Context: an optimization exercise on an open-source flow, tuned for small area. The choices shown serve that exercise and are no tape-out recipe. Where RTL was checked, it was by simulation tests only, not by an equivalence proof against the original. The RTL of runs 3 and 4 was laid out without a check of its function. Power figures rest on the tool's default switching activity, not on a simulated workload.

**flow/flow/run.sh**
```bash
#!/bin/bash
# Own flow: the standard layout (standard.sh), with two changes:
#  - the port buffers use the smallest buffer cell (buf_1) instead of the one
#    buffer_ports picks by default;
#  - clock tree synthesis clusters more sinks per leaf buffer and adds no dummy loads.
# Each tool's output goes to the ORFS logs; standard.sh's output to standard.log.
set -e
export BUFFER_PORTS_ARGS="-buffer_cell sky130_fd_sc_hd__buf_1"
export CTS_ARGS="-sink_clustering_enable -repair_clock_nets -dont_use_dummy_load -sink_clustering_size 35 -sink_clustering_max_diameter 70"
bash standard.sh > standard.log 2>&1
```
**flow/standard.sh**
```bash
#!/bin/bash
# synth_recipe.tcl (not shown) runs the flow's synth.tcl, then flattens the netlist and writes it again
# the make line also repeats each setting of config.mk as NAME=value (left out here)
make -C /OpenROAD-flow-scripts/flow DESIGN_CONFIG=/design/flow/config.mk WORK_HOME=/design/flow/orfs CLKGATE_MAP_FILE= SYNTH_SCRIPT=/design/flow/synth_recipe.tcl "${@:-finish}"
```
**flow/config.mk**
```make
export PLATFORM = sky130hd
export DESIGN_NAME = RISC
export DESIGN_NICKNAME = RISC
export VERILOG_FILES = /design/flow/design.v
export SDC_FILE = /design/flow/constraint.sdc
export NUM_CORES = 4
export LEC_CHECK = 0
export CAP_MARGIN = 20
export CORE_MARGIN = 2
export CORE_UTILIZATION = 60
export PLACE_DENSITY = 0.75
export SLEW_MARGIN = 20
```
**flow/constraint.sdc**
```tcl
create_clock -name core_clock -period 8.0 [get_ports {clk}]
set_input_delay 1.6000 -clock core_clock [delete_from_list [all_inputs] [get_ports {clk}]]
set_output_delay 1.6000 -clock core_clock [all_outputs]
set_load 0.01 [all_outputs]
```
**flow/design.v**
```verilog
module RISC (destinoWrWB,escribir,PCsrc,result,PCoutMEM,NReset,clk,alu_outMEM,WriteDataInMEM,datoMemOut,InstruccionIn,PCinIF,MemWriteInMEM);
  input  [31:0] datoMemOut,InstruccionIn;
  input         NReset,clk;
  output        escribir,PCsrc,MemWriteInMEM;
  output [3:0]  destinoWrWB;
  output [31:0] result,PCoutMEM,alu_outMEM,PCinIF,WriteDataInMEM;
  reg [31:0] pc;                  
  reg [3:0]  opD;                 
  reg [27:0] insD;                
  reg [11:0] extD;                
  reg [3:0]  opE;                 
  reg [27:0] insE;
  reg [11:0] extE;
  reg [31:0] aluM;                
  reg [31:0] xM;                  
  reg        jumpM,brJM,brEqM,brNeM,memwM,regwM,ldM;
  reg [3:0]  dstM;
  reg [31:0] resW;                
  reg        wrW;
  reg [3:0]  dstW;
  reg [31:0]  rf [0:15];          
  reg [15:0]  rfv;                
  reg [15:0]  selA, selB;         
  wire zeroM  = ~|aluM;
  wire pcsrcM = brJM | (brEqM & zeroM) | (brNeM & ~zeroM);
  wire [31:0] pc1 = pc + 32'd1;
  wire [16:0] im  = InstruccionIn[16:0];
  wire [16:0] tp  = pc[16:0] ^ im;
  wire [16:0] tg  = pc[16:0] & im;
  wire [16:0] ts0, tsm;
  wire [4:0]  tbc;
  assign tbc[0] = 1'b1;
  genvar tk, tj;
  generate
    for (tk = 0; tk < 4; tk = tk + 1) begin : TBLK
      localparam integer LO = 4*tk;
      localparam integer W  = (tk == 3) ? 5 : 4;
      wire [W:0] cc;
      wire [W:0] t;
      assign cc[0] = (tk == 0) ? 1'b1 : 1'b0;
      assign t[0]  = (tk == 0) ? 1'b0 : tbc[tk];
      for (tj = 0; tj < W; tj = tj + 1) begin : TBIT
        assign ts0[LO+tj] = tp[LO+tj] ^ cc[tj];
        assign cc[tj+1]   = tg[LO+tj] | (cc[tj] & tp[LO+tj]);
        assign tsm[LO+tj] = ts0[LO+tj] ^ t[tj];
        assign t[tj+1]    = t[tj] & ts0[LO+tj];
      end
      if (tk == 0) begin : C0
        assign tbc[tk+1] = cc[W];
      end else begin : CK
        assign tbc[tk+1] = cc[W] | (tbc[tk] & (&ts0[LO+W-1:LO]));
      end
    end
  endgenerate
  wire        tinc = tbc[4] & ~im[16];
  wire        tdec = ~tbc[4] & im[16];
  wire [15:0] pa, pb;
  assign pa[0] = 1'b1;
  assign pb[0] = 1'b1;
  generate
    for (tk = 0; tk < 15; tk = tk + 1) begin : THI
      assign pa[tk+1] = pa[tk] & pc[17+tk];
      assign pb[tk+1] = pb[tk] & ~pc[17+tk];
    end
  endgenerate
  wire [31:0] tgtF = {pc[31:17] ^ ({15{tinc}} & pa[14:0]) ^ ({15{tdec}} & pb[14:0]), tsm};
  wire        brF  = ~InstruccionIn[31];
  assign PCinIF   = pc;
  assign PCsrc    = pcsrcM;
  assign PCoutMEM = jumpM ? aluM : xM;
  always @(posedge clk or negedge NReset)
    if (!NReset) pc <= 32'd0;
    else         pc <= pcsrcM ? PCoutMEM : pc1;
  always @(posedge clk or negedge NReset)
    if (!NReset) begin
      opD <= 4'b1100;
      opE <= 4'b1100;
    end else begin
      opD <= InstruccionIn[31:28];
      opE <= opD;
    end
  wire       isStD = (opD == 4'b1011);
  wire       isJiD = (opD == 4'b1110);
  wire [3:0] aA = (isStD | isJiD) ? insD[27:24] : insD[23:20];
  wire [3:0] aB = isStD ? insD[23:20] : (opD[3] ? insD[16:13] : insD[27:24]);
  wire [15:0] rfvN = rfv | ({15'd0, wrW} << dstW);
  always @(posedge clk) begin
    insD <= {InstruccionIn[27:20], brF ? tgtF[19:0] : InstruccionIn[19:0]};
    extD <= tgtF[31:20];
    insE <= insD;
    extE <= extD;
    selA <= (16'd1 << aA) & rfvN;
    selB <= (16'd1 << aB) & rfvN;
  end
  wire [3:0] rd = insE[27:24];
  wire isSt  = (opE == 4'b1011);
  wire isJi  = (opE == 4'b1110);
  reg [31:0] A, B;
  integer i;
  always @(*) begin
    A = 32'd0; B = 32'd0;
    for (i = 0; i < 16; i = i + 1) begin
      A = A | ({32{selA[i]}} & rf[i]);
      B = B | ({32{selB[i]}} & rf[i]);
    end
  end
  wire [31:0] imm17 = {{15{insE[16]}}, insE[16:0]};
  wire [31:0] imm   = isJi ? {{12{insE[19]}}, insE[19:0]} : imm17;
  wire useImm = opE[3] & ~(opE[2:0] == 3'b000) & ~(opE[2:0] == 3'b111);
  wire [31:0] d2 = useImm ? imm : B;
  reg [2:0] funct;
  always @(*)
    case (opE[3:1])
      3'b100:        funct = insE[19:17];
      3'b101, 3'b111: funct = 3'b001;
      3'b110:        funct = 3'b000;
      default:       funct = 3'b010;
    endcase
  wire sub = (funct == 3'b010);
  wire fS  = (funct == 3'b001) | sub;                  
  wire fP  = (funct == 3'b110) | (funct == 3'b100);    
  wire fG  = (funct == 3'b011) | (funct == 3'b100);    
  wire fN  = (funct == 3'b101);                        
  wire [31:0] bx = d2 ^ {32{sub}};
  wire [31:0] p  = A ^ bx;
  wire [31:0] g  = A & bx;
  wire [31:0] s0, sm;
  wire [8:0]  bc;                 
  assign bc[0] = sub;
  genvar k, j;
  generate
    for (k = 0; k < 8; k = k + 1) begin : BLK
      wire [4:0] cc;              
      wire [4:0] t;               
      assign cc[0] = (k == 0) ? sub : 1'b0;
      assign t[0]  = (k == 0) ? 1'b0 : bc[k];
      for (j = 0; j < 4; j = j + 1) begin : BIT
        assign s0[4*k+j] = p[4*k+j] ^ cc[j];
        assign cc[j+1]   = g[4*k+j] | (cc[j] & p[4*k+j]);
        assign sm[4*k+j] = s0[4*k+j] ^ t[j];
        assign t[j+1]    = t[j] & s0[4*k+j];
      end
      if (k == 0) begin : C0
        assign bc[k+1] = cc[4];
      end else begin : CK
        assign bc[k+1] = cc[4] | (bc[k] & (&s0[4*k+3:4*k]));
      end
    end
  endgenerate
  wire [31:0] alu = ({32{fS}} & sm) | ({32{fP}} & p) | ({32{fG}} & g) | ({32{fN}} & ~A);
  wire brJ  = opE[3] & (opE[2:1] == 2'b11);
  wire brEq = ~opE[3] & (opE[2:1] == 2'b11);
  wire brNe = ~opE[3] & (opE[2:1] != 2'b11) & (opE[2:1] != 2'b00);
  wire [31:0] target = {extE, insE[19:0]};
  always @(posedge clk or negedge NReset)
    if (!NReset) begin
      brJM   <= 1'b0;
      brEqM  <= 1'b0;
      brNeM  <= 1'b0;
      memwM  <= 1'b0;
      regwM  <= 1'b0;
    end else begin
      brJM   <= brJ;
      brEqM  <= brEq;
      brNeM  <= brNe;
      memwM  <= isSt;
      regwM  <= (opE[3:2] == 2'b10) & (opE[1:0] != 2'b11);
    end
  always @(posedge clk) begin
    aluM  <= alu;
    xM    <= opE[3] ? B : target;
    jumpM <= opE[3];
    ldM   <= (opE == 4'b1010);
    dstM  <= rd;
  end
  assign alu_outMEM     = aluM;
  assign MemWriteInMEM  = memwM;
  assign WriteDataInMEM = xM;
  always @(posedge clk or negedge NReset)
    if (!NReset) wrW <= 1'b0;
    else         wrW <= regwM;
  always @(posedge clk) begin
    resW <= ldM ? datoMemOut : aluM;
    dstW <= dstM;
  end
  assign escribir    = wrW;
  assign destinoWrWB = dstW;
  assign result      = resW;
  genvar r;
  generate
    for (r = 0; r < 16; r = r + 1) begin : RF
      always @(posedge clk)
        if (wrW && dstW == r) rf[r] <= resW;
    end
  endgenerate
  always @(posedge clk or negedge NReset)
    if (!NReset) rfv <= 16'd0;
    else         rfv <= rfvN;
endmodule
```
==> results of run 1 <==
==> metrics by stage <==
stage	worst slack, ns	hold slack [ns]	cell area, um^2	std cells
2_1_floorplan	2.52	0.310	33600	2466
3_3_place_gp	1.47	0.313	35500	3370
3_5_place_dp	1.36	0.312	35500	3370
4_1_cts	1.31	0.288	36500	3408
5_1_grt	0.894	0.280	36500	3408
6_report	1.22	0.291	36500	3409
==> power breakdown <==
group          internal [mW]  leakage (nW)  switching [mW]
Combinational           1.21          5.15            1.81
Sequential              5.21          7.20           0.925
Clock                  0.854         0.468            1.20
==> worst register-to-register path, stage by stage, from the launching register on <==
cell	delay, ns
dfstp_2	0.95
nand3_2	0.74
a21oi_1	0.41
xor2_1	0.18
ha_1	0.19
inv_1	0.06
fa_1	0.46
fa_1	0.46
fa_1	0.53
or4b_2	0.70
nor2_1	0.14
a21oi_1	0.15
o21ai_1	0.29
a21boi_1	0.17
o21ai_1	0.17
ha_1	0.16
ha_1	0.15
ha_1	0.16
xnor2_1	0.14
nor2_1	0.06
a221oi_1	0.24
o21ai_0	0.12
==> per-layer routing <==
metal,global-route usage,routed length [um],up-vias
met5,0,13,-
met4,0.249,8710,2
met3,0.0988,17300,516
met2,0.574,49600,2433
met1,0.541,40700,12200
li1,-,-,10100
==> final cells by class <==
type                       instances  area [um^2]  area share
clock buffer                      38          951      0.0261
inverter                          88          330     0.00906
timing repair buffer             313         1480      0.0406
tap                              748          936      0.0257
multi-input combinational       1433        11500       0.317
antenna                            1         2.50   0.0000686
sequential                       788        21200       0.582
==> cell families (layout without fill, tap and decap cells) <==
logic type      Yosys count  after routing  synth area share
compound gates          701            701             0.164
xor+xnor                102            102            0.0266
fa+ha+maj               105            105            0.0471
buf+inv                 245            439            0.0293
flops                   788            788             0.631
mux                     114            114            0.0380
other cells               0              1                 0
simple gates            411            411            0.0633
==> sequential cells by signal, indices dropped and copies added (netlist names) <==
name	count
extE	12
selA	16
memwM	1
pc	32
extD	12
dstW	4
brJM	1
wrW	1
regwM	1
xM	32
resW	32
dstM	4
aluM	32
brEqM	1
jumpM	1
opE	4
brNeM	1
rfv	16
rf	512
selB	16
insE	24
opD	4
insD	28
ldM	1
==> cells in the final DEF (no fill, tap or decap), drive strengths merged, types with 12 or more instances in the layout <==
| cell | n |
|---|---|
| edfxtp | 512 |
| dfrtp | 58 |
| clkbuf | 38 |
| a22o | 182 |
| xnor2 | 60 |
| nor3 | 51 |
| a21oi | 64 |
| mux2 | 110 |
| nor2 | 125 |
| buf | 313 |
| o21ai | 60 |
| nand3 | 88 |
| a22oi | 150 |
| a31oi | 12 |
| nor4 | 13 |
| nand2 | 52 |
| dfxtp | 214 |
| ha | 69 |
| a221oi | 183 |
| xor2 | 42 |
| a222oi | 30 |
| inv | 88 |
| and4 | 15 |
| nand4 | 25 |
| fa | 36 |
==> worst paths after layout <==
kind / cells past startpoint / from / slack (ns) / end
hold reg to reg: 0 / insD[9]$_DFF_P_ / 0.29 / insE[9]$_DFF_P_
setup / recovery: 21 / opE[3]$_DFF_PN1_ / 1.22 / aluM[31]$_DFF_P_
max in group asynchronous: 2 / NReset / 6.17 / pc[29]$_DFF_PN0_
hold / removal: 0 / insD[9]$_DFF_P_ / 0.29 / insE[9]$_DFF_P_
min in group asynchronous: 2 / NReset / 1.19 / regwM$_DFF_PN0_
setup reg to reg: 21 / opE[3]$_DFF_PN1_ / 1.22 / aluM[31]$_DFF_P_
==> results.yml, run 1 <==
run_status:
  status: "no timing/DRC/antenna violations"
worst_setup_path:
  crit_type: "reg2reg"
  cp-end-kind: "register"
  crit_required_ns: 8.45
  start_kind: "register"
  path_common_cell: "ha_1"
  critPathMaxStageDelay_ns: 0.95
  crit_chain: "nand3_2 -> a21oi_1 -> xor2_1 -> ha_1 -> inv_1 -> fa_1 -> fa_1 -> fa_1 -> or4b_2 -> nor2_1 -> a21oi_1 -> o21ai_1 -> a21boi_1 -> o21ai_1 -> ha_1 -> ha_1 -> ha_1 -> xnor2_1 -> nor2_1 -> a221oi_1 -> o21ai_0"
  arrival_ns: 7.23
  critPathTopFamily: "adder cells"
  crit_fanout: 35
  crit_buf_inv: 1
  slowest_stage: "dfstp_2"
detailed_routing:
  drtPass1Iterations: 7
  drc_errors: 0
  final_antenna_net_count: 0
  viasPerCell: 7.42
  dr.first_iter.drc_count: 4813
  wl_mm: 116
  via_count: 25300
  avgRoutedWirePerCell_um: 34.1
clock_tree:
  post-cts-setup-buffers: 0
  cts.reportedPaths.clkPinSlew_ns: 0.11
  postCtsHoldBufs: 0
  cts.path.max_buffers: 3
  cts_tree: "built"
  cts.sinks: 788
  clockRootBuffer: "clkbuf_16"
  insertion_delay_ns: 0.63
  ctsResizeCount: 0
  htree_levels: 2
  cts_buffers: 38
sta:
  slew-limit-headroom: 0.372
  tns_ns: 0
  drv_slew: 0
  rsz0062_at_grt: "no"
  worst_pin_slew_ns: 0.941
  hold_viol_final: 0
  fin_skew_ns: 0.0570
  layout_min_cycle_time_ns: 6.78
  setup_viol: 0
  post-route-period-util: 0.848
  maxClockFrequency_mhz: 147
floorplanning:
  initial_core_util: 0.609
  core_area_um2: 55200
  die_h_um: 241
  die_w_um: 241
  io_pins: 233
  row_count: 86
  die_area_um2: 57900
cells_and_area:
  nets: 2833
  fillers: 4035
  postLayoutCoreUtil: 0.660
  syn_to_final_growth_pct: 8.46
  drive_gt1_frac: 0.101
synth:
  yosysTopAreaCell: "edfxtp_1"
  ys_ff_latch: 788
  synth_nets: 2637
  synth-seq-area-share: 0.631
  async_reset_ff_frac: 0.0787
  synth_area_um2: 33600
  yosysMostFrequentCell: "edfxtp_1"
  ys_warn_count: 2
  synth_area_leaders: "edfxtp_1 46%, dfxtp_1 13%, a221oi_1 4.8%"
  synth_flop_cell: "edfxtp_1"
  synth_common_cells: "512 x edfxtp_1, 214 x dfxtp_1, 183 x a221oi_1"
  syn_inst: 2466
  synth_edf_count: 512
  postSynthAreaPerCell_um2: 13.6
  synth_top_area_frac: 0.457
  yosysUniqueCellTypes: 72
grt:
  grt_max_degree: 63
  grt_pass1_wl_mm: 163
  grt_pass1_vias: 24000
  overflow: 0
  track_usage: 0.397
  antenna_found_initial: 1
power_and_ir_drop:
  peakVddDrop_uv: 208
  power_mw: 11.2
  p_leak_nw: 12.8
  p_per_area_nw_per_um2: 308
placement:
  port_buffers: 232
  globalplace.congestion: 0.973
  dp_hpwl_mm: 71.5
job:
  cap_violations: 0
min_path:
  hold_path.class: "reg2reg"
==> inputs of run 2 (changes only) <==
--- a/flow/config.mk
+++ b/flow/config.mk
@@ -9,4 +9,3 @@
 export CORE_MARGIN = 2
 export CORE_UTILIZATION = 60
-export PLACE_DENSITY = 0.75
 export SLEW_MARGIN = 20
==> run 2 against run 1 <==
Critical path type unchanged. Wire length up 2.4%. Sequential share of layout area down 0.052 points. Still clean. First-iteration DRC count down 10%. Sequential cell count unchanged.
==> results.yml, run 2 <==
grt:
  grt_pass1_vias: 23900
  overflow: 0
  antenna_found_initial: 0
  track_usage: 0.408
  grt_max_degree: 63
  grt_pass1_wl_mm: 166
power_and_ir_drop:
  p_switching_mw: 3.94
  p_leak_nw: 12.8
  p_comb_frac: 0.268
  power_frac_seq: 0.546
  peakVddDrop_uv: 218
  netSwitchingFraction: 0.351
  clockPowerShare: 0.187
  power.internal_mw: 7.29
  p_per_area_nw_per_um2: 308
floorplanning:
  die_area_um2: 57900
  core_area_um2: 55200
  io_pins: 233
  initial_core_util: 0.609
  row_count: 86
  die_h_um: 241
  die_w_um: 241
synth:
  synth_common_cells: "512 x edfxtp_1, 214 x dfxtp_1, 183 x a221oi_1"
  synth_adder_area_share: 0.0471
  ys_warn_count: 2
  synth_xor_area_frac: 0.0266
  synth_edf_count: 512
  synth_compound_area_frac: 0.164
  yosysTopAreaCell: "edfxtp_1"
  synth-seq-area-share: 0.631
  syn_inst: 2466
  synth_area_um2: 33600
  ys_ff_latch: 788
  synth_nets: 2637
  synth_top_family_by_area: "compound AO/OA/AOI/OAI gates"
  synth_mux_area_frac: 0.0380
  async_reset_ff_frac: 0.0787
  synth_flop_cell: "edfxtp_1"
  yosys.area_share.simple: 0.0633
  yosysMostFrequentCell: "edfxtp_1"
  synth_area_leaders: "edfxtp_1 46%, dfxtp_1 13%, a221oi_1 4.8%"
  postSynthAreaPerCell_um2: 13.6
  yosysUniqueCellTypes: 72
  synth_top_area_frac: 0.457
sta:
  layout_min_cycle_time_ns: 6.52
  tns_ns: 0
  post-route-period-util: 0.814
  fin_skew_ns: 0.0445
  maxClockFrequency_mhz: 153
  setup_viol: 0
  hold_viol_final: 0
  whs_ns: 0.328
  drv_slew: 0
  slew-limit-headroom: 0.191
  rsz0062_at_grt: "no"
  worst_pin_slew_ns: 1.21
clock_tree:
  postCtsHoldBufs: 0
  cts_tree: "built"
  clockRootBuffer: "clkbuf_16"
  cts.sinks: 788
  cts_buffers: 39
  htree_levels: 2
  cts.path.max_buffers: 3
  insertion_delay_ns: 0.61
  cts.reportedPaths.clkPinSlew_ns: 0.12
  post-cts-setup-buffers: 0
  ctsResizeCount: 0
worst_setup_path:
  crit_type: "reg2reg"
  r2r_start: "selB[8]$_DFF_P_"
  start_kind: "register"
  r2r_cells: 24
  crit_fanout: 14
  cp-startpoint: "selB[8]$_DFF_P_"
  r2r_slack_ns: 1.48
  arrival_ns: 7.00
  crit_required_ns: 8.49
  r2r-end: "aluM[31]$_DFF_P_"
  endpoint: "aluM[31]$_DFF_P_"
  cp-end-kind: "register"
min_path:
  hold_path.class: "reg2reg"
  min_from: "extD[0]$_DFF_P_"
detailed_routing:
  drtPass1Iterations: 8
  final_antenna_net_count: 0
  viasPerCell: 7.32
  drc_errors: 0
  avgRoutedWirePerCell_um: 34.9
  dr.first_iter.drc_count: 4324
  wl_mm: 119
  via_count: 24900
cells_and_area:
  regMostFlops: "rf"
  layout_common_cells: "512 x edfxtp_1, 231 x buf_1, 213 x dfxtp_1"
  syn_to_final_growth_pct: 8.56
  nets: 2832
  drive_gt1_frac: 0.101
  n_antenna_cell: 0
  final_common_cell: "edfxtp_1"
  layout.cells.non_filler: 3407
  largest_reg_flops: 512
placement:
  dp_hpwl_mm: 74.1
  dp_cells: 3368
  port_buffers: 232
  globalplace.congestion: 0.976
run_status:
  status: "no timing/DRC/antenna violations"
job:
  cap_violations: 0
[run 2: cell counts after synthesis]
No cell type changed its count.
[run 2: stage by stage]
stage	util	worst slack (ns)	power, mW	instance area (um^2)
detailed placement	0.643	1.75	9.14	35500
global route	0.661	1.19	11.7	36500
global placement	0.643	1.81	9.04	35500
CTS	0.661	1.67	11.2	36500
floorplan	-	2.52	7.71	33600
finish	0.661	1.48	11.2	36500
[run 2: logic make-up (layout without fill, tap and decap cells)]
kind of cell    Yosys count  in the layout
simple gates            411            411
compound gates          701            701
flops                   788            788
buf+inv                 245            438
xor+xnor                102            102
fa+ha+maj               105            105
mux                     114            114
[run 2: how the worst min path moves through the flow]
stage / endpoint / cells after the start
4_1_cts: extE[0]$_DFF_P_ / 0
6_report: extE[0]$_DFF_P_ / 0
2_1_floorplan: dstM[0]$_DFF_P_ / 0
3_3_place_gp: insE[2]$_DFF_P_ / 0
5_1_grt: extE[1]$_DFF_P_ / 0
3_5_place_dp: extE[2]$_DFF_P_ / 0
[run 2: per-layer routing]
metal,part of all wire,GRT usage,vias to the layer above
met3,0.14,0.0949,423
met2,0.44,0.603,2165
met1,0.36,0.563,12200
met5,0,0,-
met4,0.067,0.225,0
li1,-,-,10100
[run 2: final cells by class]
class	instances	area (um^2)
inverters	88	330
flip-flops and latches	788	21200
clock buffers	39	976
well taps	748	936
fillers	4075	18700
repair buffers	311	1490
multi-input cells	1433	11500
[run 2: power by group through the flow]
| stage | sequential, mW | combinational (mW) | clock [mW] |
|---|---|---|---|
| after floorplan | 5.87 | 1.84 | 0 |
| after global placement | 6.17 | 2.87 | 0 |
| after detailed placement | 6.20 | 2.95 | 0 |
| after CTS | 6.11 | 2.97 | 2.10 |
| after global routing | 6.20 | 3.27 | 2.23 |
| final | 6.13 | 3.00 | 2.10 |
[run 2: critical path, stage by stage (launching register included)]
cell and delay [ns]:
dfxtp_1 1.14, buf_4 0.42, a221oi_1 0.13, nand3_1 0.10, nor2_1 0.07, a21oi_1 0.17
xor2_1 0.18, ha_1 0.20, inv_1 0.06, fa_1 0.47, fa_1 0.46, fa_1 0.52
or4b_1 0.55, o21ai_0 0.17, a21oi_1 0.12, o21ai_1 0.26, a21boi_1 0.15, o21ai_1 0.18
ha_1 0.16, ha_1 0.15, ha_1 0.16, xnor2_1 0.14, nor2_1 0.06, a221oi_1 0.23
o21ai_0 0.12
==> inputs of run 3 (changes only) <==
--- a/flow/design.v
+++ b/flow/design.v
@@ -14,5 +14,5 @@
   reg [31:0] aluM;                
   reg [31:0] xM;                  
-  reg        jumpM,brJM,brEqM,brNeM,memwM,regwM,ldM;
+  reg        brJM,brEqM,brNeM,memwM,regwM,ldM;
   reg [3:0]  dstM;
   reg [31:0] resW;                
@@ -68,5 +68,5 @@
   assign PCinIF   = pc;
   assign PCsrc    = pcsrcM;
-  assign PCoutMEM = jumpM ? aluM : xM;
+  assign PCoutMEM = brJM ? aluM : xM;
   always @(posedge clk or negedge NReset)
     if (!NReset) pc <= 32'd0;
@@ -170,5 +170,4 @@
     aluM  <= alu;
     xM    <= opE[3] ? B : target;
-    jumpM <= opE[3];
     ldM   <= (opE == 4'b1010);
     dstM  <= rd;
==> run 3 against run 2 <==
Still clean on timing, DRC and antenna. Utilization rose by 0.19 points. Wire length fell by 1.3%. Fmax hardly changed. Non-clock buffer count grew 6. Clock power hardly changed. Combinational power down 7.0%. Cell area grew 0.67%. Total power decreased by 2.0%. Count of clock-buffer cells in the layout increased by 1. Largest power group unchanged.
==> results.yml, run 3 <==
sta:
  setup_viol: 0
  rsz0062_at_grt: "no"
  drv_slew: 0
  maxClockFrequency_mhz: 153
  worst_pin_slew_ns: 1.27
  slew-limit-headroom: 0.143
  hold_viol_final: 0
  fin_skew_ns: 0.0765
  post-route-period-util: 0.815
  layout_min_cycle_time_ns: 6.52
  tns_ns: 0
clock_tree:
  post-cts-setup-buffers: 0
  cts.sinks: 787
  htree_levels: 2
  cts.reportedPaths.clkPinSlew_ns: 0.12
  postCtsHoldBufs: 0
  cts.path.max_buffers: 3
  ctsResizeCount: 0
  cts_buffers: 40
  insertion_delay_ns: 0.63
  clockRootBuffer: "clkbuf_16"
  cts_tree: "built"
detailed_routing:
  viasPerCell: 7.13
  avgRoutedWirePerCell_um: 33.3
  drtPass1Iterations: 12
  dr.first_iter.drc_count: 4185
  wl_mm: 117
  via_count: 25200
  drc_errors: 0
  final_antenna_net_count: 0
grt:
  overflow: 0
  track_usage: 0.401
  grt_pass1_wl_mm: 166
  grt_pass1_vias: 24400
  grt_max_degree: 63
  antenna_found_initial: 3
synth:
  async_reset_ff_frac: 0.0788
  synth_top_family_by_area: "compound AO/OA/AOI/OAI gates"
  synth_compound_area_frac: 0.154
  synth_mux_area_frac: 0.0378
  postSynthAreaPerCell_um2: 13.1
  synth_edf_count: 512
  yosysUniqueCellTypes: 71
  synth_top_area_frac: 0.455
  yosysTopAreaCell: "edfxtp_1"
  synth_adder_area_share: 0.0469
  yosys.area_share.simple: 0.0761
  synth_common_cells: "512 x edfxtp_1, 305 x a22oi_1, 213 x dfxtp_1"
  synth_area_leaders: "edfxtp_1 46%, dfxtp_1 13%, a22oi_1 6.8%"
  ys_warn_count: 2
  synth_area_um2: 33800
  yosysMostFrequentCell: "edfxtp_1"
  synth_xor_area_frac: 0.0264
  synth-seq-area-share: 0.628
  syn_inst: 2582
  synth_flop_cell: "edfxtp_1"
  synth_nets: 2753
  ys_ff_latch: 787
worst_setup_path:
  cp-end-kind: "register"
  crit_fanout: 22
  arrival_ns: 6.99
  crit_required_ns: 8.47
  crit_type: "reg2reg"
  start_kind: "register"
floorplanning:
  core_area_um2: 55400
  die_w_um: 241
  row_count: 86
  die_area_um2: 58200
  io_pins: 233
  initial_core_util: 0.610
  die_h_um: 241
power_and_ir_drop:
  p_per_area_nw_per_um2: 300
  power_mw: 11.0
  p_leak_nw: 13.4
  peakVddDrop_uv: 242
cells_and_area:
  final_common_cell: "edfxtp_1"
  layout_common_cells: "512 x edfxtp_1, 305 x a22oi_1, 231 x buf_1"
  fillers: 4167
  largest_reg_flops: 512
  regMostFlops: "rf"
  nets: 2957
  drive_gt1_frac: 0.0930
  postLayoutCoreUtil: 0.663
  syn_to_final_growth_pct: 8.76
  layout.cells.non_filler: 3532
  n_antenna_cell: 0
placement:
  globalplace.congestion: 0.957
  dp_hpwl_mm: 74.3
  port_buffers: 232
  dp_cells: 3492
min_path:
  hold_path.class: "reg2reg"
job:
  cap_violations: 0
run_status:
  status: "no timing/DRC/antenna violations"
==> run 3: cell count changes in the layout (fill, tap and decap cells not counted), sizes merged, moves of 12 or more <==
| cell | delta |
|---|---|
| o21ai | -22 |
| a221oi | -79 |
| nand2 | +113 |
| a22o | -78 |
| xnor2 | -14 |
| nand4 | -12 |
| nor4 | +14 |
| nor2 | +13 |
| a22oi | +155 |
| xor2 | +14 |
| inv | +21 |
==> run 3: layout make-up <==
cell class / count / area, um^2 / share of cell area
clock buffer: 40 / 1000 / 0.0272
sequential: 787 / 21200 / 0.577
timing repair buffer: 317 / 1520 / 0.0415
tap: 748 / 936 / 0.0255
inverter: 109 / 409 / 0.0111
multi-input combinational: 1531 / 11700 / 0.318
==> run 3: through the flow <==
step	cell area, um^2	hold WS (ns)	setup slack, ns
6_report	36700	0.283	1.48
5_1_grt	36700	0.278	1.09
3_5_place_dp	35700	0.312	1.53
4_1_cts	36700	0.282	1.56
2_1_floorplan	33800	0.310	2.54
3_3_place_gp	35700	0.312	1.68
==> run 3: worst paths after layout <==
path                                       start               end  slack, ns  cells after the start
worst max-delay path             selB[0]$_DFF_P_  aluM[31]$_DFF_P_       1.48                     24
worst min-delay path            insE[27]$_DFF_P_   dstM[3]$_DFF_P_       0.28                      0
worst max register to register   selB[0]$_DFF_P_  aluM[31]$_DFF_P_       1.48                     24
worst min register to register  insE[27]$_DFF_P_   dstM[3]$_DFF_P_       0.28                      0
max in group asynchronous                 NReset  pc[31]$_DFF_PN0_       6.15                      2
min in group asynchronous                 NReset   regwM$_DFF_PN0_       1.19                      2
==> run 3: worst max-delay path: stages (launching register included) <==
cell	delay (ns)
dfxtp_1	0.83
buf_4	0.55
a22oi_1	0.19
nand4_1	0.15
nor2_1	0.13
a21oi_1	0.18
xor2_1	0.18
ha_1	0.19
inv_1	0.06
fa_1	0.46
fa_1	0.48
fa_1	0.53
or4b_1	0.54
nor2_1	0.12
a21oi_1	0.14
o21ai_1	0.26
a21boi_1	0.15
o21ai_1	0.18
ha_1	0.16
ha_1	0.14
ha_1	0.15
xnor2_1	0.14
nor2_1	0.06
a222oi_1	0.28
o21ai_1	0.11
==> run 3: power by group <==
| part | internal (mW) | total, mW | switching [mW] |
|---|---|---|---|
| sequential | 5.19 | 6.09 | 0.899 |
| combinational | 1.07 | 2.79 | 1.72 |
| clock | 0.896 | 2.12 | 1.23 |
| total | 7.16 | 11.0 | 3.84 |
==> run 3: cell families (layout without fill, tap and decap cells) <==
group                    after synthesis  count (layout)
buffers and inverters                264             466
multiplexers                         114             114
XOR/XNOR                             102             102
adder cells (fa/ha/maj)              105             105
AND/OR/NAND/NOR                      531             531
AO/OA/AOI/OAI                        679             679
flip-flops                           787             787
==> run 3: per-layer routing <==
layer	wire [um]	global-route usage	vias up
met2	51400	0.598	2032
met5	0	0	-
li1	-	-	10300
met3	15000	0.0876	403
met1	43100	0.549	12400
met4	7910	0.224	0
==> inputs of run 4 (changes only) <==
--- a/flow/config.mk
+++ b/flow/config.mk
@@ -8,4 +8,4 @@
 export CAP_MARGIN = 20
 export CORE_MARGIN = 2
-export CORE_UTILIZATION = 60
+export CORE_UTILIZATION = 70
 export SLEW_MARGIN = 20
==> run 4 against run 3 <==
Still clean on timing, DRC and antenna. Clock power shrank 5%. Wire length shrank 4.8%. Fmax grew 1.0%. Total power shrank 1.2%. Combinational power is essentially flat. Sequential cell count is the same. Sequential share of layout area grew 0.44 points. First-iteration DRC count grew 13%. Synthesized cell count is the same. Non-clock buffer count shrank 6. Worst setup slack gained 0.065 ns. Critical endpoint unchanged.
==> results.yml, run 4 <==
synth:
  synth_flop_cell: "edfxtp_1"
  synth_top_area_frac: 0.455
  synth-seq-area-share: 0.628
  synth_nets: 2753
  synth_area_leaders: "edfxtp_1 46%, dfxtp_1 13%, a22oi_1 6.8%"
  postSynthAreaPerCell_um2: 13.1
  yosysTopAreaCell: "edfxtp_1"
  ys_ff_latch: 787
  yosysUniqueCellTypes: 71
  async_reset_ff_frac: 0.0788
  yosysMostFrequentCell: "edfxtp_1"
  synth_edf_count: 512
  synth_area_um2: 33800
  synth_common_cells: "512 x edfxtp_1, 305 x a22oi_1, 213 x dfxtp_1"
  ys_warn_count: 2
  syn_inst: 2582
worst_setup_path:
  cp-end-kind: "register"
  r2r_cells: 24
  crit_fanout: 17
  crit_type: "reg2reg"
  crit_required_ns: 8.47
  arrival_ns: 6.93
  start_kind: "register"
  r2r_slack_ns: 1.55
placement:
  dp_cells: 3353
  globalplace.congestion: 0.968
  dp_hpwl_mm: 69.3
  place_area_um2: 35500
  dp_slack_ns: 1.70
  port_buffers: 232
cells_and_area:
  syn_to_final_growth_pct: 7.92
  final_common_cell: "edfxtp_1"
  nets: 2948
  postLayoutCoreUtil: 0.765
  drive_gt1_frac: 0.0905
  layout.cells.non_filler: 3391
  final_area_um2: 36500
  layout_common_cells: "512 x edfxtp_1, 305 x a22oi_1, 231 x buf_1"
  fillers: 2970
  regMostFlops: "rf"
  largest_reg_flops: 512
job:
  cap_violations: 0
power_and_ir_drop:
  p_leak_nw: 13.3
  power_mw: 10.9
  p_per_area_nw_per_um2: 298
  peakVddDrop_uv: 252
sta:
  post-route-period-util: 0.807
  whs_ns: 0.300
  slew-limit-headroom: 0.124
  rsz0062_at_grt: "no"
  setup_ws_ns: 1.55
  maxClockFrequency_mhz: 155
  tns_ns: 0
  worst_pin_slew_ns: 1.31
  fin_skew_ns: 0.0770
  layout_min_cycle_time_ns: 6.45
  setup_viol: 0
  hold_viol_final: 0
  drv_slew: 0
floorplanning:
  die_area_um2: 50000
  core_area_um2: 47600
  die_w_um: 224
  die_h_um: 224
  row_count: 80
  io_pins: 233
  initial_core_util: 0.709
detailed_routing:
  avgRoutedWirePerCell_um: 33.0
  via_count: 25600
  drtPass1Iterations: 10
  drc_errors: 0
  dr.first_iter.drc_count: 4734
  viasPerCell: 7.55
  wl_mm: 112
  final_antenna_net_count: 0
clock_tree:
  cts.sinks: 787
  postCtsHoldBufs: 0
  cts.reportedPaths.clkPinSlew_ns: 0.11
  htree_levels: 2
  cts_buffers: 37
  clockRootBuffer: "clkbuf_16"
  ctsResizeCount: 0
  cts.path.max_buffers: 3
  cts_tree: "built"
  insertion_delay_ns: 0.62
  post-cts-setup-buffers: 0
grt:
  antenna_found_initial: 0
  track_usage: 0.443
  overflow: 0
  grt_pass1_wl_mm: 160
  grt_max_degree: 60
  grt_pass1_vias: 25000
min_path:
  worstHoldPathCells: 0
  hold_path.class: "reg2reg"
run_status:
  status: "no timing/DRC/antenna violations"
-- run 4: path summary, 6_finish.rpt --
path | endpoint | startpoint
min in group asynchronous | pc[27]$_DFF_PN0_ | NReset
worst max-delay path | aluM[31]$_DFF_P_ | selB[6]$_DFF_P_
worst max register to register | aluM[31]$_DFF_P_ | selB[6]$_DFF_P_
worst min-delay path | insE[5]$_DFF_P_ | insD[5]$_DFF_P_
max in group asynchronous | rfv[4]$_DFF_PN0_ | NReset
worst min register to register | insE[5]$_DFF_P_ | insD[5]$_DFF_P_
-- run 4: critical path: stages (launching register included) --
cell and delay, ns:
dfxtp_1 1.20, buf_4 0.50, a221oi_1 0.16, and4_1 0.33, nand2_1 0.09, o21ai_1 0.13, xor2_1 0.20, fa_1 0.42
inv_1 0.09, fa_1 0.17, inv_1 0.06, fa_1 0.57, nor2_1 0.06, a41o_1 0.28, a21oi_1 0.30, o21ai_1 0.17
a21boi_1 0.28, o21ai_1 0.13, ha_1 0.19, ha_1 0.19, ha_1 0.21, xnor2_1 0.19, nor2_1 0.06, a222oi_1 0.28
o21ai_1 0.10
-- run 4: layout make-up --
class / count / area [um^2] / share of cell area
inverters: 109 / 409 / 0.0112
well taps: 615 / 769 / 0.0211
repair buffers: 311 / 1470 / 0.0402
multi-input cells: 1531 / 11700 / 0.321
diodes: 1 / 2.50 / 0.0000686
clock buffers: 37 / 926 / 0.0254
flip-flops and latches: 787 / 21200 / 0.581
-- run 4: power by group --
part | internal, mW | leakage (nW) | total [mW] | switching (mW)
Clock | 0.832 | 0.456 | 2.02 | 1.19
Sequential | 5.19 | 7.18 | 6.05 | 0.857
Combinational | 1.07 | 5.69 | 2.80 | 1.73
Total | 7.10 | 13.3 | 10.9 | 3.77
-- run 4: kinds of logic (layout without fill, tap and decap cells) --
family,after synthesis,after routing,synth area share
multiplexers,114,114,0.0378
flip-flops,787,787,0.628
XOR/XNOR,102,102,0.0264
AO/OA/AOI/OAI,679,679,0.154
other,0,1,0
buffers and inverters,264,457,0.0313
AND/OR/NAND/NOR,531,531,0.0761
adder cells (fa/ha/maj),105,105,0.0469
-- run 4: per-layer routing --
layer,vias to the layer above,track usage,routed length [um]
li1,10300,-,-
met2,2476,0.657,48000
met4,0,0.294,9420
met3,618,0.115,16900
met1,12200,0.585,37500
met5,-,0.000978,0
==> inputs of run 5 (changes only) <==
--- a/flow/design.v
+++ b/flow/design.v
@@ -14,5 +14,5 @@
   reg [31:0] aluM;                
   reg [31:0] xM;                  
-  reg        brJM,brEqM,brNeM,memwM,regwM,ldM;
+  reg        jumpM,brJM,brEqM,brNeM,memwM,regwM,ldM;
   reg [3:0]  dstM;
   reg [31:0] resW;                
@@ -68,5 +68,5 @@
   assign PCinIF   = pc;
   assign PCsrc    = pcsrcM;
-  assign PCoutMEM = brJM ? aluM : xM;
+  assign PCoutMEM = jumpM ? aluM : xM;
   always @(posedge clk or negedge NReset)
     if (!NReset) pc <= 32'd0;
@@ -170,4 +170,5 @@
     aluM  <= alu;
     xM    <= opE[3] ? B : target;
+    jumpM <= opE[3];
     ldM   <= (opE == 4'b1010);
     dstM  <= rd;
--- a/flow/flow/run.sh
+++ b/flow/flow/run.sh
@@ -7,4 +7,4 @@
 set -e
 export BUFFER_PORTS_ARGS="-buffer_cell sky130_fd_sc_hd__buf_1"
-export CTS_ARGS="-sink_clustering_enable -repair_clock_nets -dont_use_dummy_load -sink_clustering_size 35 -sink_clustering_max_diameter 70"
+export CTS_ARGS="-sink_clustering_enable -repair_clock_nets -dont_use_dummy_load -sink_clustering_size 30 -sink_clustering_max_diameter 60"
 bash standard.sh > standard.log 2>&1
--- a/flow/config.mk
+++ b/flow/config.mk
@@ -8,4 +8,4 @@
 export CAP_MARGIN = 20
 export CORE_MARGIN = 2
-export CORE_UTILIZATION = 70
+export CORE_UTILIZATION = 60
 export SLEW_MARGIN = 20
==> run 5 against run 4 <==
Largest cell class unchanged. Fmax shrank 0.56%. First-iteration DRC count shrank 13%. Clock skew shrank 0.012 ns. Still clean. Sequential power grew 1%. Register-to-register slack lost 0.04 ns. Area after synthesis shrank 0.49%. Synthesized cell count shrank 4.5%. Utilization shrank 10 points. Combinational power grew 7.5%. Worst setup slack lost 0.037 ns. Hold slack gained 0.0020 ns. Critical path depth is the same.
==> results.yml, run 5 <==
run_status:
  status: "no timing/DRC/antenna violations"
power_and_ir_drop:
  power_frac_seq: 0.535
  p_leak_nw: 12.9
  p_per_area_nw_per_um2: 312
  power.internal_mw: 7.48
  power_mw: 11.5
  clockPowerShare: 0.203
  netSwitchingFraction: 0.348
  p_switching_mw: 3.99
  p_comb_frac: 0.262
  peakVddDrop_uv: 261
cells_and_area:
  syn_to_final_growth_pct: 9.23
  layout_common_cells: "512 x edfxtp_1, 231 x buf_1, 213 x dfxtp_1"
  drive_gt1_frac: 0.104
  fillers: 4040
  largest_reg_flops: 512
  nets: 2841
  regMostFlops: "rf"
  n_antenna_cell: 0
  postLayoutCoreUtil: 0.665
  final_common_cell: "edfxtp_1"
synth:
  syn_inst: 2466
  synth_area_um2: 33600
  synth_nets: 2637
  yosysTopAreaCell: "edfxtp_1"
  yosysMostFrequentCell: "edfxtp_1"
  ys_ff_latch: 788
  synth-seq-area-share: 0.631
  ys_warn_count: 2
  async_reset_ff_frac: 0.0787
  synth_edf_count: 512
  synth_common_cells: "512 x edfxtp_1, 214 x dfxtp_1, 183 x a221oi_1"
  yosysUniqueCellTypes: 72
  synth_flop_cell: "edfxtp_1"
  postSynthAreaPerCell_um2: 13.6
  synth_area_leaders: "edfxtp_1 46%, dfxtp_1 13%, a221oi_1 4.8%"
  synth_top_area_frac: 0.457
floorplanning:
  io_pins: 233
  die_w_um: 241
  initial_core_util: 0.609
  row_count: 86
  core_area_um2: 55200
  die_area_um2: 57900
  die_h_um: 241
clock_tree:
  clockRootBuffer: "clkbuf_16"
  insertion_delay_ns: 0.65
  cts.path.max_buffers: 3
  cts.sinks: 788
  postCtsHoldBufs: 0
  cts_buffers: 48
  htree_levels: 2
  post-cts-setup-buffers: 0
  ctsResizeCount: 0
  cts.reportedPaths.clkPinSlew_ns: 0.10
  cts_tree: "built"
detailed_routing:
  via_count: 25100
  wl_mm: 119
  final_antenna_net_count: 0
  viasPerCell: 7.36
  drtPass1Iterations: 9
  dr.first_iter.drc_count: 4124
  drc_errors: 0
  avgRoutedWirePerCell_um: 34.9
worst_setup_path:
  cp-end-kind: "register"
  start_kind: "register"
  path_common_cell: "ha_1"
  slowest_stage: "dfxtp_1"
  critPathTopFamily: "adder cells"
  crit_type: "reg2reg"
  r2r-end: "aluM[31]$_DFF_P_"
  crit_chain: "buf_4 -> a221oi_1 -> nand3_1 -> nor2_1 -> a21oi_1 -> xor2_1 -> ha_1 -> inv_1 -> fa_1 -> fa_1 -> fa_1 -> or4b_1 -> o21ai_0 -> a21oi_1 -> o21ai_1 -> a21boi_1 -> o21ai_1 -> ha_1 -> ha_1 -> ha_1 -> xnor2_1 -> nor2_1 -> a221oi_1 -> o21ai_0"
  r2r_cells: 24
  critPathMaxStageDelay_ns: 1.12
  crit_fanout: 14
  r2r_start: "selB[8]$_DFF_P_"
  r2r_slack_ns: 1.51
  arrival_ns: 6.98
  crit_buf_inv: 2
  crit_required_ns: 8.49
sta:
  setup_viol: 0
  tns_ns: 0
  maxClockFrequency_mhz: 154
  rsz0062_at_grt: "no"
  layout_min_cycle_time_ns: 6.49
  slew-limit-headroom: 0.193
  worst_pin_slew_ns: 1.21
  fin_skew_ns: 0.0647
  hold_viol_final: 0
  post-route-period-util: 0.811
  drv_slew: 0
grt:
  antenna_found_initial: 0
  overflow: 0
  grt_pass1_vias: 24000
  track_usage: 0.409
  grt_pass1_wl_mm: 167
  grt_max_degree: 63
placement:
  globalplace.congestion: 0.976
  port_buffers: 232
  dp_hpwl_mm: 74.1
job:
  cap_violations: 0
min_path:
  hold_path.class: "reg2reg"
  min_to: "dstW[3]$_DFF_P_"
  worstHoldPathCells: 0
  min_from: "dstM[3]$_DFF_P_"
[run 5: cell count changes in the layout (fill, tap and decap cells not counted), sizes merged, moves of 21 or more]
cell and delta:
a22oi -155, a221oi +79, inv -21, nand2 -113, a22o +78, o21ai +22
[run 5: logic make-up (layout without fill, tap and decap cells)]
kind of cell | count (synthesis) | count (layout) | synth area share
multiplexers | 114 | 114 | 0.0380
flip-flops | 788 | 788 | 0.631
adder cells (fa/ha/maj) | 105 | 105 | 0.0471
buffers and inverters | 245 | 447 | 0.0293
XOR/XNOR | 102 | 102 | 0.0266
AO/OA/AOI/OAI | 701 | 701 | 0.164
AND/OR/NAND/NOR | 411 | 411 | 0.0633
[run 5: power groups by stage]
| stage | Combinational [mW] | Clock, mW | Sequential, mW |
|---|---|---|---|
| 2_1_floorplan | 1.84 | 0 | 5.87 |
| 3_3_place_gp | 2.87 | 0 | 6.17 |
| 3_5_place_dp | 2.95 | 0 | 6.20 |
| 4_1_cts | 2.97 | 2.34 | 6.11 |
| 5_1_grt | 3.27 | 2.47 | 6.20 |
| 6_report | 3.01 | 2.32 | 6.13 |
[run 5: final cells by class]
type                       count  area, um^2  area share
clock buffer                  48        1200      0.0327
inverter                      88         330     0.00900
multi-input combinational   1433       11500       0.314
sequential                   788       21200       0.578
tap                          748         936      0.0255
timing repair buffer         311        1490      0.0406
[run 5: metrics by stage]
step | cell area (um^2) | hold slack, ns | cells | setup WS, ns
finish | 36700 | 0.302 | 3416 | 1.51
global placement | 35500 | 0.314 | 3368 | 1.81
detailed placement | 35500 | 0.313 | 3368 | 1.75
CTS | 36700 | 0.301 | 3416 | 1.67
global route | 36700 | 0.295 | 3416 | 1.21
floorplan | 33600 | 0.310 | 2466 | 2.52
[run 5: worst max path at each step]
stage,startpoint,end,slack (ns),depth (start not counted)
finish,selB[8]$_DFF_P_,aluM[31]$_DFF_P_,1.51,24
global route,opE[3]$_DFF_PN1_,aluM[31]$_DFF_P_,1.21,22
CTS,opE[3]$_DFF_PN1_,aluM[31]$_DFF_P_,1.67,22
detailed placement,opE[3]$_DFF_PN1_,aluM[31]$_DFF_P_,1.75,22
global placement,opE[3]$_DFF_PN1_,aluM[31]$_DFF_P_,1.81,22
floorplan,opE[2]$_DFF_PN1_,aluM[31]$_DFF_P_,2.52,25
[run 5: layer usage]
layer	routed length (um)	vias to the layer above	part of all wire	track usage
met5	0	-	0	0
met4	8010	0	0.067	0.233
met2	51500	2241	0.43	0.599
met1	43100	12300	0.36	0.560
li1	-	10100	-	-
met3	16500	419	0.14	0.103
==> inputs of run 6 (changes only) <==
--- a/flow/design.v
+++ b/flow/design.v
@@ -21,5 +21,5 @@
   reg [31:0]  rf [0:15];          
   reg [15:0]  rfv;                
-  reg [15:0]  selA, selB;         
+  reg [3:0]   raE, rbE;           
   wire zeroM  = ~|aluM;
   wire pcsrcM = brJM | (brEqM & zeroM) | (brNeM & ~zeroM);
@@ -90,10 +90,13 @@
     insE <= insD;
     extE <= extD;
-    selA <= (16'd1 << aA) & rfvN;
-    selB <= (16'd1 << aB) & rfvN;
+    raE  <= aA;
+    rbE  <= aB;
   end
   wire [3:0] rd = insE[27:24];
   wire isSt  = (opE == 4'b1011);
   wire isJi  = (opE == 4'b1110);
+  wire [15:0] selA, selB;
+  regsel dA (.a(raE), .v(rfv), .sel(selA));
+  regsel dB (.a(rbE), .v(rfv), .sel(selB));
   reg [31:0] A, B;
   integer i;
@@ -198,2 +201,8 @@
     else         rfv <= rfvN;
 endmodule
+module regsel (a, v, sel);
+  input  [3:0]  a;
+  input  [15:0] v;
+  output [15:0] sel;
+  assign sel = (16'd1 << a) & v;
+endmodule
--- a/flow/flow/run.sh
+++ b/flow/flow/run.sh
@@ -7,4 +7,4 @@
 set -e
 export BUFFER_PORTS_ARGS="-buffer_cell sky130_fd_sc_hd__buf_1"
-export CTS_ARGS="-sink_clustering_enable -repair_clock_nets -dont_use_dummy_load -sink_clustering_size 30 -sink_clustering_max_diameter 60"
+export CTS_ARGS="-sink_clustering_enable -repair_clock_nets -dont_use_dummy_load -sink_clustering_size 35 -sink_clustering_max_diameter 70"
 bash standard.sh > standard.log 2>&1
--- a/flow/config.mk
+++ b/flow/config.mk
@@ -10,2 +10,4 @@
 export CORE_UTILIZATION = 60
 export SLEW_MARGIN = 20
+export SYNTH_HIERARCHICAL = 1
+export SYNTH_MINIMUM_KEEP_SIZE = 0
==> run 6 against run 5 <==
Die area decreased by 1.3%. Via count decreased by 0.43%. Non-clock buffer count increased by 13. Clock power decreased by 12%. Cell area decreased by 1.4%. Worst setup slack got worse by 0.69 ns. Count of clock-buffer cells in the layout decreased by 9. Sequential cell count decreased by 24. First-iteration DRC count decreased by 9.2%. Sequential share of layout area decreased by 0.48 points. Clock skew increased by 0.023 ns. Global-route usage decreased by 0.70 points. Critical path type unchanged. Critical endpoint unchanged. Largest cell class unchanged. Largest power group unchanged.
==> results.yml, run 6 <==
sta:
  maxClockFrequency_mhz: 139
  setup_ws_ns: 0.819
  setup_viol: 0
  drv_slew: 0
  post-route-period-util: 0.898
  layout_min_cycle_time_ns: 7.18
  tns_ns: 0
  worst_pin_slew_ns: 1.18
  fin_skew_ns: 0.0878
  hold_viol_final: 0
  whs_ns: 0.285
  rsz0062_at_grt: "no"
  slew-limit-headroom: 0.215
floorplanning:
  die_w_um: 239
  initial_core_util: 0.604
  die_h_um: 239
  io_pins: 233
  row_count: 86
  die_area_um2: 57200
  core_area_um2: 54900
worst_setup_path:
  path_common_cell: "o21ai_0"
  crit_type: "reg2reg"
  path_depth: 26
  critPathMaxStageDelay_ns: 0.86
  crit_fanout: 11
  r2r_start: "rbE[1]$_DFF_P_"
  arrival_ns: 7.65
  r2r-end: "aluM[31]$_DFF_P_"
  crit_required_ns: 8.47
  start_kind: "register"
  r2r_cells: 26
  cp-end-kind: "register"
  critPathTopFamily: "compound AO/OA/AOI/OAI gates"
  r2r_slack_ns: 0.82
  slowest_stage: "and3_1"
  crit_buf_inv: 3
clock_tree:
  cts.reportedPaths.clkPinSlew_ns: 0.12
  post-cts-setup-buffers: 0
  cts_buffers: 39
  cts_tree: "built"
  postCtsHoldBufs: 0
  clockRootBuffer: "clkbuf_16"
  cts.sinks: 764
  htree_levels: 2
  ctsResizeCount: 0
  insertion_delay_ns: 0.66
  cts.path.max_buffers: 3
grt:
  grt_pass1_vias: 24100
  track_usage: 0.402
  antenna_found_initial: 0
  overflow: 0
  grt_max_degree: 61
  grt_pass1_wl_mm: 164
cells_and_area:
  regMostFlops: "rf"
  drive_gt1_frac: 0.109
  postLayoutCoreUtil: 0.659
  final_common_cell: "edfxtp_1"
  syn_to_final_growth_pct: 9.08
  nets: 2901
  largest_reg_flops: 512
  layout_common_cells: "512 x edfxtp_1, 307 x a22oi_1, 231 x buf_1"
  layout.cells.non_filler: 3433
  final_area_um2: 36200
power_and_ir_drop:
  p_leak_nw: 13.3
  peakVddDrop_uv: 248
  power_mw: 11.0
  p_per_area_nw_per_um2: 303
synth:
  synth_top_area_frac: 0.463
  synth_area_um2: 33200
  synth_flop_cell: "edfxtp_1"
  yosysTopAreaCell: "edfxtp_1"
  synth_common_cells: "512 x edfxtp_1, 307 x a22oi_1, 190 x dfxtp_1"
  postSynthAreaPerCell_um2: 13.2
  syn_inst: 2522
  synth_nets: 2693
  ys_ff_latch: 764
  yosysMostFrequentCell: "edfxtp_1"
  synth_edf_count: 512
  ys_warn_count: 8
  synth-seq-area-share: 0.625
  async_reset_ff_frac: 0.0812
  synth_area_leaders: "edfxtp_1 46%, dfxtp_1 11%, a22oi_1 6.9%"
  yosysUniqueCellTypes: 62
placement:
  dp_cells: 3393
  port_buffers: 232
  globalplace.congestion: 1.01
  dp_hpwl_mm: 75.2
  place_area_um2: 35200
  dp_slack_ns: 1.07
detailed_routing:
  via_count: 25000
  drtPass1Iterations: 14
  viasPerCell: 7.29
  drc_errors: 0
  avgRoutedWirePerCell_um: 33.8
  wl_mm: 116
  final_antenna_net_count: 0
  dr.first_iter.drc_count: 3744
min_path:
  hold_path.class: "reg2reg"
  min_from: "dstM[0]$_DFF_P_"
  min_to: "dstW[0]$_DFF_P_"
  worstHoldPathCells: 0
run_status:
  status: "no timing/DRC/antenna violations"
job:
  cap_violations: 0
run 6: how the worst max path moves through the flow:
stage	start	to	slack [ns]
final	rbE[1]$_DFF_P_	aluM[31]$_DFF_P_	0.82
after global routing	rbE[1]$_DFF_P_	aluM[31]$_DFF_P_	0.54
after floorplan	rbE[2]$_DFF_P_	aluM[31]$_DFF_P_	2.04
after CTS	rbE[1]$_DFF_P_	aluM[31]$_DFF_P_	1.07
after global placement	rbE[0]$_DFF_P_	aluM[31]$_DFF_P_	1.23
after detailed placement	rbE[1]$_DFF_P_	aluM[31]$_DFF_P_	1.07
run 6: metal layers:
layer,track usage,share of wire,vias up
li1,-,-,10200
met1,0.535,0.37,12300
met2,0.618,0.45,2048
met3,0.0812,0.12,471
met4,0.235,0.070,0
met5,0.00173,0,-
run 6: logic make-up (layout without fill, tap and decap cells):
logic type,count (synthesis),after routing,synth area share
other,0,1,0
XOR/XNOR,103,103,0.0272
AO/OA/AOI/OAI,659,659,0.153
AND/OR/NAND/NOR,531,531,0.0792
buffers and inverters,240,446,0.0275
adder cells (fa/ha/maj),105,105,0.0478
flip-flops,764,764,0.625
multiplexers,120,120,0.0404
run 6: where the power goes:
group	switching [mW]	leakage, nW	total, mW	internal, mW
registers	0.875	7.01	5.97	5.09
logic	1.78	5.83	2.94	1.16
clock network	1.18	0.481	2.05	0.873
total	3.84	13.3	11.0	7.12
run 6: per-module statistics from Yosys (local to each module, per instance):
module,cells inside,times used
RISC,2474,1
regsel,24,2
run 6: area by class of cell:
type                            count  area, um^2
Fill cell                        4110       18700
Clock buffer                       39         976
Multi-Input combinational cell   1518       11700
Tap cell                          704         881
Sequential cell                   764       20700
Timing Repair Buffer              324        1590
Antenna cell                        1        2.50
Inverter                           83         312
==> inputs of run 7 (changes only) <==
--- a/flow/design.v
+++ b/flow/design.v
@@ -99,13 +99,17 @@
   regsel dA (.a(raE), .v(rfv), .sel(selA));
   regsel dB (.a(rbE), .v(rfv), .sel(selB));
-  reg [31:0] A, B;
-  integer i;
-  always @(*) begin
-    A = 32'd0; B = 32'd0;
-    for (i = 0; i < 16; i = i + 1) begin
-      A = A | ({32{selA[i]}} & rf[i]);
-      B = B | ({32{selB[i]}} & rf[i]);
-    end
-  end
+  wire [31:0] A, B;
+  genvar q;
+  generate
+    for (q = 0; q < 32; q = q + 1) begin : RD
+      wire [15:0] col;
+      genvar r2;
+      for (r2 = 0; r2 < 16; r2 = r2 + 1) begin : C
+        assign col[r2] = rf[r2][q];
+      end
+      rdbit pa (.sel(selA), .d(col), .y(A[q]));
+      rdbit pb (.sel(selB), .d(col), .y(B[q]));
+    end
+  endgenerate
   wire [31:0] imm17 = {{15{insE[16]}}, insE[16:0]};
   wire [31:0] imm   = isJi ? {{12{insE[19]}}, insE[19:0]} : imm17;
@@ -207,2 +211,19 @@
   assign sel = (16'd1 << a) & v;
 endmodule
+module rdbit (sel, d, y);
+  input  [15:0] sel, d;
+  output        y;
+  wire   [5:0]  n;
+  aoi222 g0 (.a1(sel[0]),  .a2(d[0]),  .b1(sel[1]),  .b2(d[1]),  .c1(sel[2]),  .c2(d[2]),  .y(n[0]));
+  aoi222 g1 (.a1(sel[3]),  .a2(d[3]),  .b1(sel[4]),  .b2(d[4]),  .c1(sel[5]),  .c2(d[5]),  .y(n[1]));
+  aoi222 g2 (.a1(sel[6]),  .a2(d[6]),  .b1(sel[7]),  .b2(d[7]),  .c1(sel[8]),  .c2(d[8]),  .y(n[2]));
+  aoi222 g3 (.a1(sel[9]),  .a2(d[9]),  .b1(sel[10]), .b2(d[10]), .c1(sel[11]), .c2(d[11]), .y(n[3]));
+  aoi222 g4 (.a1(sel[12]), .a2(d[12]), .b1(sel[13]), .b2(d[13]), .c1(sel[14]), .c2(d[14]), .y(n[4]));
+  assign n[5] = ~(sel[15] & d[15]);
+  assign y = ~(n[0] & n[1] & n[2]) | ~(n[3] & n[4] & n[5]);
+endmodule
+module aoi222 (a1, a2, b1, b2, c1, c2, y);
+  input  a1, a2, b1, b2, c1, c2;
+  output y;
+  assign y = ~((a1 & a2) | (b1 & b2) | (c1 & c2));
+endmodule
==> run 7 against run 6 <==
Still clean. Sequential cell count is the same. Global-route usage shrank 6.0 points. Critical path depth shrank 3. Combinational power grew 8.2%. Utilization grew 0.84 points. Total power grew 1.6%. Via count shrank 11%. Sequential share of layout area grew 1.7 points. Area after synthesis shrank 3.7%. Cell count shrank 9.4%. First-iteration DRC count grew 14%. Critical path type unchanged.
==> results.yml, run 7 <==
run_status:
  status: "no timing/DRC/antenna violations"
placement:
  dp_hpwl_mm: 64.5
  globalplace.congestion: 0.904
  port_buffers: 232
  dp_cells: 3073
  dp_slack_ns: 1.38
  place_area_um2: 34200
worst_setup_path:
  start_kind: "register"
  critPathTopFamily: "adder cells"
  crit_required_ns: 8.41
  cp-end-kind: "register"
  slowest_stage: "and3_1"
  crit_fanout: 18
  r2r_cells: 23
  path_common_cell: "ha_1"
  arrival_ns: 7.19
  path_depth: 23
  crit_chain: "nor2b_1 -> and3_1 -> buf_4 -> a222oi_1 -> and3_1 -> nand4_1 -> mux2i_1 -> xnor2_1 -> ha_1 -> fa_1 -> fa_1 -> fa_1 -> and3_1 -> a31oi_1 -> o31ai_1 -> a31oi_1 -> o21bai_1 -> ha_1 -> ha_1 -> ha_1 -> xnor2_1 -> xnor2_1 -> o21ai_0"
  crit_type: "reg2reg"
  crit_buf_inv: 1
  critPathMaxStageDelay_ns: 0.73
cells_and_area:
  layout_common_cells: "512 x edfxtp_1, 320 x a222oi_1, 231 x buf_1"
  largest_reg_flops: 512
  final_common_cell: "edfxtp_1"
  final_area_um2: 35200
  postLayoutCoreUtil: 0.668
  syn_to_final_growth_pct: 10.0
  nets: 2597
  regMostFlops: "rf"
  layout.cells.non_filler: 3112
  n_antenna_cell: 0
  drive_gt1_frac: 0.126
synth:
  synth_area_leaders: "edfxtp_1 48%, dfxtp_1 12%, a222oi_1 10%"
  synth_area_um2: 32000
  synth_flop_cell: "edfxtp_1"
  postSynthAreaPerCell_um2: 15.0
  yosysMostFrequentCell: "edfxtp_1"
  yosysUniqueCellTypes: 66
  synth_common_cells: "512 x edfxtp_1, 320 x a222oi_1, 190 x dfxtp_1"
  synth_edf_count: 512
  synth-seq-area-share: 0.649
  syn_inst: 2134
  ys_warn_count: 8
  ys_ff_latch: 764
  async_reset_ff_frac: 0.0812
  synth_top_area_frac: 0.481
  yosysTopAreaCell: "edfxtp_1"
  synth_nets: 2305
clock_tree:
  cts.sinks: 764
  cts_buffers: 39
  htree_levels: 2
  cts_tree: "built"
  clockRootBuffer: "clkbuf_16"
  ctsResizeCount: 0
  insertion_delay_ns: 0.65
  cts.reportedPaths.clkPinSlew_ns: 0.09
  cts.path.max_buffers: 3
  post-cts-setup-buffers: 0
  postCtsHoldBufs: 0
floorplanning:
  io_pins: 233
  die_area_um2: 55100
  die_h_um: 235
  row_count: 84
  core_area_um2: 52700
  die_w_um: 235
  initial_core_util: 0.607
min_path:
  worstHoldPathCells: 0
  hold_path.class: "reg2reg"
sta:
  fin_skew_ns: 0.0791
  hold_viol_final: 0
  tns_ns: 0
  maxClockFrequency_mhz: 148
  post-route-period-util: 0.846
  rsz0062_at_grt: "no"
  layout_min_cycle_time_ns: 6.77
  slew-limit-headroom: 0.223
  drv_slew: 0
  whs_ns: 0.325
  worst_pin_slew_ns: 1.17
  setup_viol: 0
  setup_ws_ns: 1.23
grt:
  track_usage: 0.342
  grt_max_degree: 47
  overflow: 0
  grt_pass1_vias: 21400
  antenna_found_initial: 1
  grt_pass1_wl_mm: 141
detailed_routing:
  viasPerCell: 7.19
  wl_mm: 96.3
  drc_errors: 0
  dr.first_iter.drc_count: 4262
  avgRoutedWirePerCell_um: 30.9
  drtPass1Iterations: 12
  via_count: 22400
  final_antenna_net_count: 0
power_and_ir_drop:
  p_per_area_nw_per_um2: 316
  p_leak_nw: 12.1
  power_mw: 11.1
  peakVddDrop_uv: 279
job:
  cap_violations: 0
## run 7: cell count changes after synthesis, moves of 80 or more
cell,change
a221oi_1,-95
clkbuf_1,-100
a22o_1,-103
nand3_1,-80
a22oi_1,-305
a222oi_1,+289
## run 7: kinds of logic (layout without fill, tap and decap cells)
logic type | count (synthesis) | in the layout | synth area share
multiplexers | 166 | 166 | 0.0577
XOR/XNOR | 94 | 94 | 0.0258
AND/OR/NAND/NOR | 450 | 450 | 0.0766
flip-flops | 764 | 764 | 0.649
adder cells (fa/ha/maj) | 105 | 105 | 0.0496
AO/OA/AOI/OAI | 445 | 445 | 0.128
buffers and inverters | 110 | 400 | 0.0137
## run 7: area by class of cell
cell class | instances | area [um^2]
tap | 688 | 861
sequential | 764 | 20700
timing repair buffer | 303 | 1440
fill | 3761 | 17500
inverter | 58 | 218
multi-input combinational | 1260 | 10900
clock buffer | 39 | 976
## run 7: path summary, 6_finish.rpt
| check | from | to | slack [ns] |
|---|---|---|---|
| worst max-delay path | rbE[1]$_DFF_P_ | aluM[31]$_DFF_P_ | 1.23 |
| worst min-delay path | extD[4]$_DFF_P_ | extE[4]$_DFF_P_ | 0.33 |
| worst max register to register | rbE[1]$_DFF_P_ | aluM[31]$_DFF_P_ | 1.23 |
| worst min register to register | extD[4]$_DFF_P_ | extE[4]$_DFF_P_ | 0.33 |
| max in group asynchronous | NReset | pc[9]$_DFF_PN0_ | 5.97 |
| min in group asynchronous | NReset | rfv[2]$_DFF_PN0_ | 0.96 |
## run 7: worst register-to-register path, cell delays in order (launching register included)
cell and delay, ns:
dfxtp_1 0.38, nor2b_1 0.28, and3_1 0.73, buf_4 0.42, a222oi_1 0.12, and3_1 0.28
nand4_1 0.13, mux2i_1 0.09, xnor2_1 0.15, ha_1 0.25, fa_1 0.42, fa_1 0.44
fa_1 0.56, and3_1 0.16, a31oi_1 0.12, o31ai_1 0.72, a31oi_1 0.29, o21bai_1 0.23
ha_1 0.18, ha_1 0.14, ha_1 0.16, xnor2_1 0.13, xnor2_1 0.13, o21ai_0 0.09
## run 7: per-layer routing
| metal | track usage | up-vias | wire [um] |
|---|---|---|---|
| li1 | - | 9549 | - |
| met1 | 0.469 | 11100 | 36200 |
| met2 | 0.554 | 1539 | 45600 |
| met3 | 0.0459 | 220 | 9880 |
| met4 | 0.148 | 0 | 4670 |
| met5 | 0 | - | 0 |
## run 7: report_power, final
part	internal, mW	total [mW]	switching, mW
logic	1.35	3.18	1.83
registers	5.11	5.89	0.781
clock network	0.873	2.05	1.18
## run 7: per-module statistics from Yosys, one instance, submodules excluded
| module | cell area [um^2] | copies in the design | flip-flops and latches |
|---|---|---|---|
| RISC | 27400 | 1 | 764 |
| aoi222 | 10.0 | 320 | 0 |
| rdbit | 16.3 | 64 | 0 |
| regsel | 146 | 2 | 0 |

## re-timing with driven ports
The results above use ideal ports. As a check the final layouts listed here were re-extracted and re-timed, cells and wires unchanged. Step 1 (the two cells are an assumption about what drives the block):
set clk [get_ports {clk}]
set_driving_cell -lib_cell sky130_fd_sc_hd__clkbuf_16 $clk
set_driving_cell -lib_cell sky130_fd_sc_hd__buf_2 [delete_from_list [all_inputs] $clk]
Step 2 adds t to the input delays and takes it off the output delays; t is the mean of the earliest and latest rising clock arrival at the registers after step 1. Input paths then give back, and output paths get back, about the clock's delay inside the block. Slacks: ideal ports / drivers / drivers and shift; pairs: ideal ports / drivers.
run | t, ns | slack for setup (ns) | worst hold slack (ns)
run 1 | 0.658 | 1.218 / 1.218 / 1.218 | 0.291 / 0.291 / 0.291
run 2 | 0.660 | 1.485 / 1.485 / 1.485 | 0.328 / 0.328 / 0.328
run 3 | 0.660 | 1.481 / 1.481 / 1.481 | 0.283 / 0.283 / 0.283
run 4 | 0.655 | 1.546 / 1.546 / 1.546 | 0.300 / 0.300 / 0.300
run 5 | 0.688 | 1.509 / 1.509 / 1.509 | 0.302 / 0.302 / 0.302
run 6 | 0.677 | 0.819 / 0.819 / 0.819 | 0.285 / 0.285 / 0.285
run 7 | 0.667 | 1.229 / 1.229 / 1.229 | 0.325 / 0.325 / 0.325
After both steps setup and hold are still met in every run listed.
